What follows belongs to an exercise in optimizing a design on an open flow for small area; a production flow would make more cautious choices.
In this exercise RTL edits were held to simulation tests only and were not proved equivalent to the original.
No activity file was given, so power comes from the tool's default toggle rates.

==> job 3779: inputs <==
Design au_top_0, start of the top module:
module au_top_0 (
    input clk,
    input rst_n,
    output [7:0] led,
    input usb_rx,
    output usb_tx,
    output [7:0] io_seg,
    output [3:0] io_sel,
    input [1:0] inbutton,
    output [15:0] outled,
    output [7:0] outseg,
    output [3:0] outsel
  );
  wire rst;
  reset_conditioner_1 reset_cond (.clk(clk), .in(~rst_n), .out(rst));
  wire confirm_button, colour_button;
  button_conditioner_2 confirm_cond (.clk(clk), .in(inbutton[0]), .press(confirm_button));
  button_conditioner_2 colour_cond  (.clk(clk), .in(inbutton[1]), .press(colour_button));
  wire [19:0] seg_values;
  wire slow_edge;
  wire [1:0] phase;
  wire [6:0] seg;
  wire [3:0] sel;
  multi_seven_seg_5 display (.clk(clk), .rst(rst), .values(seg_values), .seg(seg), .sel(sel),
                             .slow_edge(slow_edge), .phase(phase));
  wire upd_guess, upd_hint, upd_all, guess_shown;
  wire [3:0] attempt;
  wire [11:0] guess;
  wire [7:0] hint;
  control_fsm_4 man (
    .clk(clk), .rst(rst),
    .colour_button(colour_button), .confirm_button(confirm_button),
    .slow_edge(slow_edge),
    .seg_out(seg_values),
    .upd_guess(upd_guess), .upd_hint(upd_hint), .upd_all(upd_all),
    .guess_shown(guess_shown), .attempt(attempt), .guess(guess), .hint(hint)
  );
  led_out_10 leds (
    .clk(clk), .rst(rst),
    .upd_guess(upd_guess), .upd_hint(upd_hint), .upd_all(upd_all),
    .guess_shown(guess_shown), .attempt(attempt), .guess(guess), .hint(hint), .phase(phase),
    .outled(outled)
  );
  assign usb_tx = usb_rx;
  assign led = 8'h00;
  assign outseg = {1'b0, seg};
  assign outsel = sel;
  assign io_seg = ~{1'b0, seg};
  assign io_sel = ~sel;
endmodule
==> flow/config.mk <==
export PLATFORM = sky130hd
export DESIGN_NAME = au_top_0
export DESIGN_NICKNAME = au_top_0
export VERILOG_FILES = /design/flow/design.v
export SDC_FILE = /design/flow/constraint.sdc
export NUM_CORES = 4
export LEC_CHECK = 0
export CAP_MARGIN = 20
export CORE_MARGIN = 2
export CORE_UTILIZATION = 55
export CTS_BUF_LIST = sky130_fd_sc_hd__clkbuf_8
export PLACE_DENSITY = 0.65
export SLEW_MARGIN = 20
==> flow/constraint.sdc <==
create_clock -name core_clock -period 12.0 [get_ports {clk}]
set_input_delay 2.4000 -clock core_clock [delete_from_list [all_inputs] [get_ports {clk}]]
set_output_delay 2.4000 -clock core_clock [all_outputs]
set_load 0.01 [all_outputs]
standard.sh (not shown) runs the stock make flow with config.mk's settings and CLKGATE_MAP_FILE= SYNTH_SCRIPT=/design/flow/synth_recipe.tcl, a recipe that flattens the netlist after the stock synthesis.
==> flow/flow/run.sh <==
#!/bin/bash
# Layout flow: the standard synthesis, then its combinational logic mapped
# again for area with ABC (every register kept as it is: same instance, name and
# cell), then the standard layout from floorplan to finish.
# Each tool writes its full output to a log file in this folder.
set -euo pipefail
DEEPSYN_S=${DEEPSYN_S:-60}

bash standard.sh synth > synth.log 2>&1

R=orfs/results/$FLOW_PLATFORM/au_top_0/base
L=orfs/logs/$FLOW_PLATFORM/au_top_0/base
YOSYS=$(command -v yosys || echo "$FLOW_HOME/../tools/install/yosys/bin/yosys")
LIB=$(grep -o -- '-liberty [^ ]*' $L/1_2_yosys.log | head -1 | cut -d' ' -f2)
DONT_USE=$(grep -o -- '-dont_use [^ ]*' $L/1_2_yosys.log | sort -u | tr '\n' ' ')
# the register cells the standard synthesis used
SEQ=$(grep -o '^ *sky130_fd_sc_hd__[a-z0-9_]*' $R/1_2_yosys.v | sort -u | grep -E '__(df|edf|sdf|dl)' | tr '\n' ' ')

cp $R/1_2_yosys.v standard_netlist.v
remap_batch() {  # remap_batch BATCH INPUT "seeds of run 1" ... "seeds of run 4"
  local b=$1 in=$2; shift 2
  local i=0
  for seeds in "$@"; do
    i=$((i+1))
    local DS=""
    for s in $seeds; do DS="$DS;dc2;&get,-n;&deepsyn,-T,$DEEPSYN_S,-S,$s;&put"; done
    cat > remap_${b}_$i.ys <<EOS
read_liberty -ignore_miss_func $LIB
read_verilog $in
hierarchy -top $FLOW_TOP
setattr -mod -set keep_hierarchy 1 $SEQ
flatten
delete t:\$scopeinfo
opt_clean -purge
abc -liberty $LIB $DONT_USE -script "+strash$DS;dch,-f;amap;topo"
setundef -zero
splitnets
opt_clean -purge
hilomap -singleton -hicell sky130_fd_sc_hd__conb_1 HI -locell sky130_fd_sc_hd__conb_1 LO
insbuf -buf sky130_fd_sc_hd__buf_4 A X
blackbox $SEQ
tee -o remap_${b}_$i.stat stat -liberty $LIB
write_verilog -noattr -nohex -nodec remapped_${b}_$i.v
EOS
    "$YOSYS" -s remap_${b}_$i.ys > remap_${b}_$i.log 2>&1 &
  done
  wait
}
best=""; best_area=""
pick() {  # pick BATCH: keep the smallest netlist so far in best/best_area
  local b=$1 i a
  for i in 1 2 3 4; do
    a=$( (grep -o "Chip area for module '.au_top_0': [0-9.]*" remap_${b}_$i.stat 2>/dev/null || true) | awk '{print $NF}')
    echo "batch $b run $i: $a" >> remap_choice.log
    if [ -n "$a" ] && { [ -z "$best_area" ] || awk "BEGIN{exit !($a < $best_area)}"; }; then best=remapped_${b}_$i.v; best_area=$a; fi
  done
  echo "best so far: $best ($best_area)" >> remap_choice.log
}
remap_batch 1 standard_netlist.v "4 5 6" "1 2 3" "7 8 9" "10 11"
pick 1
if [ -n "$best" ]; then
  remap_batch 2 "$best" "12 13" "14 15" "16 17" "18 19"
  pick 2
fi
if [ -n "$best" ]; then cp "$best" remapped_netlist.v; else cp standard_netlist.v remapped_netlist.v; fi

# keep the standard netlist if the new one lost or changed any register
if [ "$(grep -cE '^ *sky130_fd_sc_hd__(df|edf|sdf|dl)' standard_netlist.v)" = "$(grep -cE '^ *sky130_fd_sc_hd__(df|edf|sdf|dl)' remapped_netlist.v)" ] &&
   diff <(grep -E '^ *sky130_fd_sc_hd__(df|edf|sdf|dl)' standard_netlist.v | sort) \
        <(grep -E '^ *sky130_fd_sc_hd__(df|edf|sdf|dl)' remapped_netlist.v | sort) > /dev/null; then
  cp remapped_netlist.v $R/1_2_yosys.v
  echo "using the remapped netlist" > netlist_choice.log
else
  echo "remapped netlist differs in its registers; using the standard one" > netlist_choice.log
fi

# every port still gets a buffer, as in the standard flow (the smallest one);
# the clock tree uses clkbuf_8 leaves of up to 15 registers, and no dummy loads
bash standard.sh "BUFFER_PORTS_ARGS=-buffer_cell sky130_fd_sc_hd__buf_1" \
  "CTS_ARGS=-sink_clustering_enable -repair_clock_nets -buf_list sky130_fd_sc_hd__clkbuf_8 -dont_use_dummy_load -sink_clustering_size 15 -sink_clustering_max_diameter 80" \
  > layout.log 2>&1
==> job 2695: changes against job 3779 <==
==> flow/flow/run.sh (replaced) <==
#!/bin/bash
# Layout flow: the standard synthesis, then its combinational logic mapped
# again for area with ABC (every register kept as it is: same instance, name and
# cell), then the standard layout from floorplan to finish.
# Each tool writes its full output to a log file in this folder.
set -euo pipefail
DEEPSYN_S=${DEEPSYN_S:-180}

bash standard.sh synth > synth.log 2>&1

R=orfs/results/$FLOW_PLATFORM/au_top_0/base
L=orfs/logs/$FLOW_PLATFORM/au_top_0/base
YOSYS=$(command -v yosys || echo "$FLOW_HOME/../tools/install/yosys/bin/yosys")
LIB=$(grep -o -- '-liberty [^ ]*' $L/1_2_yosys.log | head -1 | cut -d' ' -f2)
DONT_USE=$(grep -o -- '-dont_use [^ ]*' $L/1_2_yosys.log | sort -u | tr '\n' ' ')
# the register cells the standard synthesis used
SEQ=$(grep -o '^ *sky130_fd_sc_hd__[a-z0-9_]*' $R/1_2_yosys.v | sort -u | grep -E '__(df|edf|sdf|dl)' | tr '\n' ' ')

cp $R/1_2_yosys.v standard_netlist.v
for i in 1 2 3 4; do
cat > remap_$i.ys <<EOS
read_liberty -ignore_miss_func $LIB
read_verilog standard_netlist.v
hierarchy -top $FLOW_TOP
setattr -mod -set keep_hierarchy 1 $SEQ
flatten
delete t:\$scopeinfo
opt_clean -purge
abc -liberty $LIB $DONT_USE -script "+strash;dc2;&get,-n;&deepsyn,-T,$DEEPSYN_S,-S,$i;&put;dch,-f;amap;topo"
setundef -zero
splitnets
opt_clean -purge
hilomap -singleton -hicell sky130_fd_sc_hd__conb_1 HI -locell sky130_fd_sc_hd__conb_1 LO
insbuf -buf sky130_fd_sc_hd__buf_4 A X
blackbox $SEQ
tee -o remap_$i.stat stat -liberty $LIB
write_verilog -noattr -nohex -nodec remapped_$i.v
EOS
"$YOSYS" -s remap_$i.ys > remap_$i.log 2>&1 &
done
wait
best=""; best_area=""
for i in 1 2 3 4; do
  a=$( (grep -o "Chip area for module '.au_top_0': [0-9.]*" remap_$i.stat 2>/dev/null || true) | awk '{print $NF}')
  echo "run $i: $a" >> remap_choice.log
  if [ -n "$a" ] && { [ -z "$best_area" ] || awk "BEGIN{exit !($a < $best_area)}"; }; then best=$i; best_area=$a; fi
done
echo "best: $best ($best_area)" >> remap_choice.log
if [ -n "$best" ]; then cp remapped_$best.v remapped_netlist.v; else cp standard_netlist.v remapped_netlist.v; fi

# keep the standard netlist if the new one lost or changed any register
if [ "$(grep -cE '^ *sky130_fd_sc_hd__(df|edf|sdf|dl)' standard_netlist.v)" = "$(grep -cE '^ *sky130_fd_sc_hd__(df|edf|sdf|dl)' remapped_netlist.v)" ] &&
   diff <(grep -E '^ *sky130_fd_sc_hd__(df|edf|sdf|dl)' standard_netlist.v | sort) \
        <(grep -E '^ *sky130_fd_sc_hd__(df|edf|sdf|dl)' remapped_netlist.v | sort) > /dev/null; then
  cp remapped_netlist.v $R/1_2_yosys.v
  echo "using the remapped netlist" > netlist_choice.log
else
  echo "remapped netlist differs in its registers; using the standard one" > netlist_choice.log
fi

# every port still gets a buffer, as in the standard flow (the smallest one);
# the clock tree uses clkbuf_4 and no dummy loads
bash standard.sh "BUFFER_PORTS_ARGS=-buffer_cell sky130_fd_sc_hd__buf_1" \
  "CTS_ARGS=-sink_clustering_enable -repair_clock_nets -buf_list sky130_fd_sc_hd__clkbuf_4 -dont_use_dummy_load" \
  > layout.log 2>&1
--- a/flow/config.mk
+++ b/flow/config.mk
@@ -9,5 +9,4 @@
 export CORE_MARGIN = 2
-export CORE_UTILIZATION = 55
-export CTS_BUF_LIST = sky130_fd_sc_hd__clkbuf_8
-export PLACE_DENSITY = 0.65
+export CORE_UTILIZATION = 40
+export CTS_BUF_LIST = sky130_fd_sc_hd__clkbuf_4
 export SLEW_MARGIN = 20
==> job 8679: changes against job 3779 <==
--- a/flow/flow/run.sh
+++ b/flow/flow/run.sh
@@ -19,12 +19,9 @@
 cp $R/1_2_yosys.v standard_netlist.v
-remap_batch() {  # remap_batch BATCH INPUT "seeds of run 1" ... "seeds of run 4"
-  local b=$1 in=$2; shift 2
-  local i=0
-  for seeds in "$@"; do
-    i=$((i+1))
-    local DS=""
-    for s in $seeds; do DS="$DS;dc2;&get,-n;&deepsyn,-T,$DEEPSYN_S,-S,$s;&put"; done
-    cat > remap_${b}_$i.ys <<EOS
+SEEDS=("4 5 6" "1 2 3" "7 8 9" "10 11")
+for i in 1 2 3 4; do
+DS=""
+for s in ${SEEDS[$((i-1))]}; do DS="$DS;dc2;&get,-n;&deepsyn,-T,$DEEPSYN_S,-S,$s;&put"; done
+cat > remap_$i.ys <<EOS
 read_liberty -ignore_miss_func $LIB
-read_verilog $in
+read_verilog standard_netlist.v
 hierarchy -top $FLOW_TOP
@@ -41,26 +38,16 @@
 blackbox $SEQ
-tee -o remap_${b}_$i.stat stat -liberty $LIB
-write_verilog -noattr -nohex -nodec remapped_${b}_$i.v
+tee -o remap_$i.stat stat -liberty $LIB
+write_verilog -noattr -nohex -nodec remapped_$i.v
 EOS
-    "$YOSYS" -s remap_${b}_$i.ys > remap_${b}_$i.log 2>&1 &
-  done
-  wait
-}
+"$YOSYS" -s remap_$i.ys > remap_$i.log 2>&1 &
+done
+wait
 best=""; best_area=""
-pick() {  # pick BATCH: keep the smallest netlist so far in best/best_area
-  local b=$1 i a
-  for i in 1 2 3 4; do
-    a=$( (grep -o "Chip area for module '.au_top_0': [0-9.]*" remap_${b}_$i.stat 2>/dev/null || true) | awk '{print $NF}')
-    echo "batch $b run $i: $a" >> remap_choice.log
-    if [ -n "$a" ] && { [ -z "$best_area" ] || awk "BEGIN{exit !($a < $best_area)}"; }; then best=remapped_${b}_$i.v; best_area=$a; fi
-  done
-  echo "best so far: $best ($best_area)" >> remap_choice.log
-}
-remap_batch 1 standard_netlist.v "4 5 6" "1 2 3" "7 8 9" "10 11"
-pick 1
-if [ -n "$best" ]; then
-  remap_batch 2 "$best" "12 13" "14 15" "16 17" "18 19"
-  pick 2
-fi
-if [ -n "$best" ]; then cp "$best" remapped_netlist.v; else cp standard_netlist.v remapped_netlist.v; fi
+for i in 1 2 3 4; do
+  a=$( (grep -o "Chip area for module '.au_top_0': [0-9.]*" remap_$i.stat 2>/dev/null || true) | awk '{print $NF}')
+  echo "run $i: $a" >> remap_choice.log
+  if [ -n "$a" ] && { [ -z "$best_area" ] || awk "BEGIN{exit !($a < $best_area)}"; }; then best=$i; best_area=$a; fi
+done
+echo "best: $best ($best_area)" >> remap_choice.log
+if [ -n "$best" ]; then cp remapped_$best.v remapped_netlist.v; else cp standard_netlist.v remapped_netlist.v; fi
 
==> job 5213: changes against job 3779 <==
--- a/flow/flow/run.sh
+++ b/flow/flow/run.sh
@@ -6,3 +6,3 @@
 set -euo pipefail
-DEEPSYN_S=${DEEPSYN_S:-60}
+DEEPSYN_S=${DEEPSYN_S:-180}
 
@@ -19,12 +19,6 @@
 cp $R/1_2_yosys.v standard_netlist.v
-remap_batch() {  # remap_batch BATCH INPUT "seeds of run 1" ... "seeds of run 4"
-  local b=$1 in=$2; shift 2
-  local i=0
-  for seeds in "$@"; do
-    i=$((i+1))
-    local DS=""
-    for s in $seeds; do DS="$DS;dc2;&get,-n;&deepsyn,-T,$DEEPSYN_S,-S,$s;&put"; done
-    cat > remap_${b}_$i.ys <<EOS
+for i in 1 2 3 4; do
+cat > remap_$i.ys <<EOS
 read_liberty -ignore_miss_func $LIB
-read_verilog $in
+read_verilog standard_netlist.v
 hierarchy -top $FLOW_TOP
@@ -34,3 +28,3 @@
 opt_clean -purge
-abc -liberty $LIB $DONT_USE -script "+strash$DS;dch,-f;amap;topo"
+abc -liberty $LIB $DONT_USE -script "+strash;dc2;&get,-n;&deepsyn,-T,$DEEPSYN_S,-S,$i;&put;dch,-f;amap;topo"
 setundef -zero
@@ -41,26 +35,16 @@
 blackbox $SEQ
-tee -o remap_${b}_$i.stat stat -liberty $LIB
-write_verilog -noattr -nohex -nodec remapped_${b}_$i.v
+tee -o remap_$i.stat stat -liberty $LIB
+write_verilog -noattr -nohex -nodec remapped_$i.v
 EOS
-    "$YOSYS" -s remap_${b}_$i.ys > remap_${b}_$i.log 2>&1 &
-  done
-  wait
-}
+"$YOSYS" -s remap_$i.ys > remap_$i.log 2>&1 &
+done
+wait
 best=""; best_area=""
-pick() {  # pick BATCH: keep the smallest netlist so far in best/best_area
-  local b=$1 i a
-  for i in 1 2 3 4; do
-    a=$( (grep -o "Chip area for module '.au_top_0': [0-9.]*" remap_${b}_$i.stat 2>/dev/null || true) | awk '{print $NF}')
-    echo "batch $b run $i: $a" >> remap_choice.log
-    if [ -n "$a" ] && { [ -z "$best_area" ] || awk "BEGIN{exit !($a < $best_area)}"; }; then best=remapped_${b}_$i.v; best_area=$a; fi
-  done
-  echo "best so far: $best ($best_area)" >> remap_choice.log
-}
-remap_batch 1 standard_netlist.v "4 5 6" "1 2 3" "7 8 9" "10 11"
-pick 1
-if [ -n "$best" ]; then
-  remap_batch 2 "$best" "12 13" "14 15" "16 17" "18 19"
-  pick 2
-fi
-if [ -n "$best" ]; then cp "$best" remapped_netlist.v; else cp standard_netlist.v remapped_netlist.v; fi
+for i in 1 2 3 4; do
+  a=$( (grep -o "Chip area for module '.au_top_0': [0-9.]*" remap_$i.stat 2>/dev/null || true) | awk '{print $NF}')
+  echo "run $i: $a" >> remap_choice.log
+  if [ -n "$a" ] && { [ -z "$best_area" ] || awk "BEGIN{exit !($a < $best_area)}"; }; then best=$i; best_area=$a; fi
+done
+echo "best: $best ($best_area)" >> remap_choice.log
+if [ -n "$best" ]; then cp remapped_$best.v remapped_netlist.v; else cp standard_netlist.v remapped_netlist.v; fi
 
==> notes.md <==
quantity	job 8679	job 3779	job 2695	job 5213
Worst Hold End	leds.line[7].hbit[0].pend[2]	leds.line[4].hbit[0].pend[2]	leds.line[2].hbit[0].pend[2]	leds.line[4].hbit[1].disp[1]
Die width	163.4 µm	163.6 µm	191.6 µm	164.1 µm
Power consumed by the clock network	0.590 mW	0.598 mW	0.814 mW	0.605 mW
Power per unit of standard cell area	133.4 mW/mm²	133.0 mW/mm²	142.0 mW/mm²	133.0 mW/mm²
Clock buffer cells	29	30	99	30
Net switching fraction of the power	0.2117	0.2101	0.2185	0.2129
Count of non-CTS inverters in the layout	221	214	206	219
Inserted tap cell count	330	330	455	330
Inserted Clock Buffers	29	30	99	30
Worst clock skew	0.04136 ns	0.09836 ns	0.1186 ns	0.08625 ns
Period minus WS final	8.402 ns	8.539 ns	8.813 ns	8.436 ns
Sequential fraction of design power	0.679	0.677	0.614	0.676
Met2 layer usage reported by global route	0.5077	0.4927	0.3748	0.4960
Die Footprint	0.02669 mm²	0.02677 mm²	0.03672 mm²	0.02692 mm²
Met1 layer wirelength in the final routing	15.73 mm	16.50 mm	18.33 mm	16.59 mm
Clock transition at path regs	0.10 ns	0.10 ns	0.06 ns	0.09 ns
Layout cells sized above 1	0.02699	0.02948	0.06981	0.02947
Post-layout power	2.000 mW	2.003 mW	2.222 mW	2.015 mW
Multi-input gate area	0.004971 mm²	0.005042 mm²	0.005147 mm²	0.005104 mm²
Run status	complete, no violations	complete, no violations	complete, no violations	complete, no violations
Number of rows in the core area	58	58	68	58
Largest net degree at the start of global routing	39	46	48	48
Startpoint of the worst register-to-register path	man.ph[1]	man.ph[2]	man.ph[0]	man.ph[2]
Reg2reg setup slack	6.80 ns	5.95 ns	6.03 ns	6.03 ns
Upper clock frequency limit	0.1190 GHz	0.1171 GHz	0.1135 GHz	0.1185 GHz
CTS H-Tree Depth	1	1	3	1
Final core area utilization	0.5986	0.6001	0.4519	0.6015

[static timing again, ports no longer ideal]
The results above use ideal ports. As a check the final layouts listed here were re-extracted and re-timed, cells and wires unchanged. Step 1 sets driving cells, clkbuf_16 on the clock port and buf_2 on the other inputs (assumed; they add their load-dependent delay and slew). Step 2 moves the port delays by t, midway between the first and last clock arrival at a register: inputs arrive t later, outputs are due t later. That takes back most of the time a late clock gives input paths. a / b / c = ideal ports / drivers / drivers and shift; a / b = the first two.
run	shift t [ns]	slack for setup (ns)	worst register clock-pin slew, ns	worst data-port slew with drivers (ns)	cell pins on the clock port's net
job 3779	0.597	3.461 / 3.418 / 4.015	0.10 / 0.10	0.06	1
job 2695	0.765	3.187 / 3.137 / 3.903	0.07 / 0.07	0.06	1
job 8679	0.637	3.598 / 3.551 / 4.187	0.10 / 0.10	0.06	1
job 5213	0.629	3.564 / 3.514 / 4.144	0.09 / 0.09	0.06	1
After both steps every run listed still meets setup and hold.
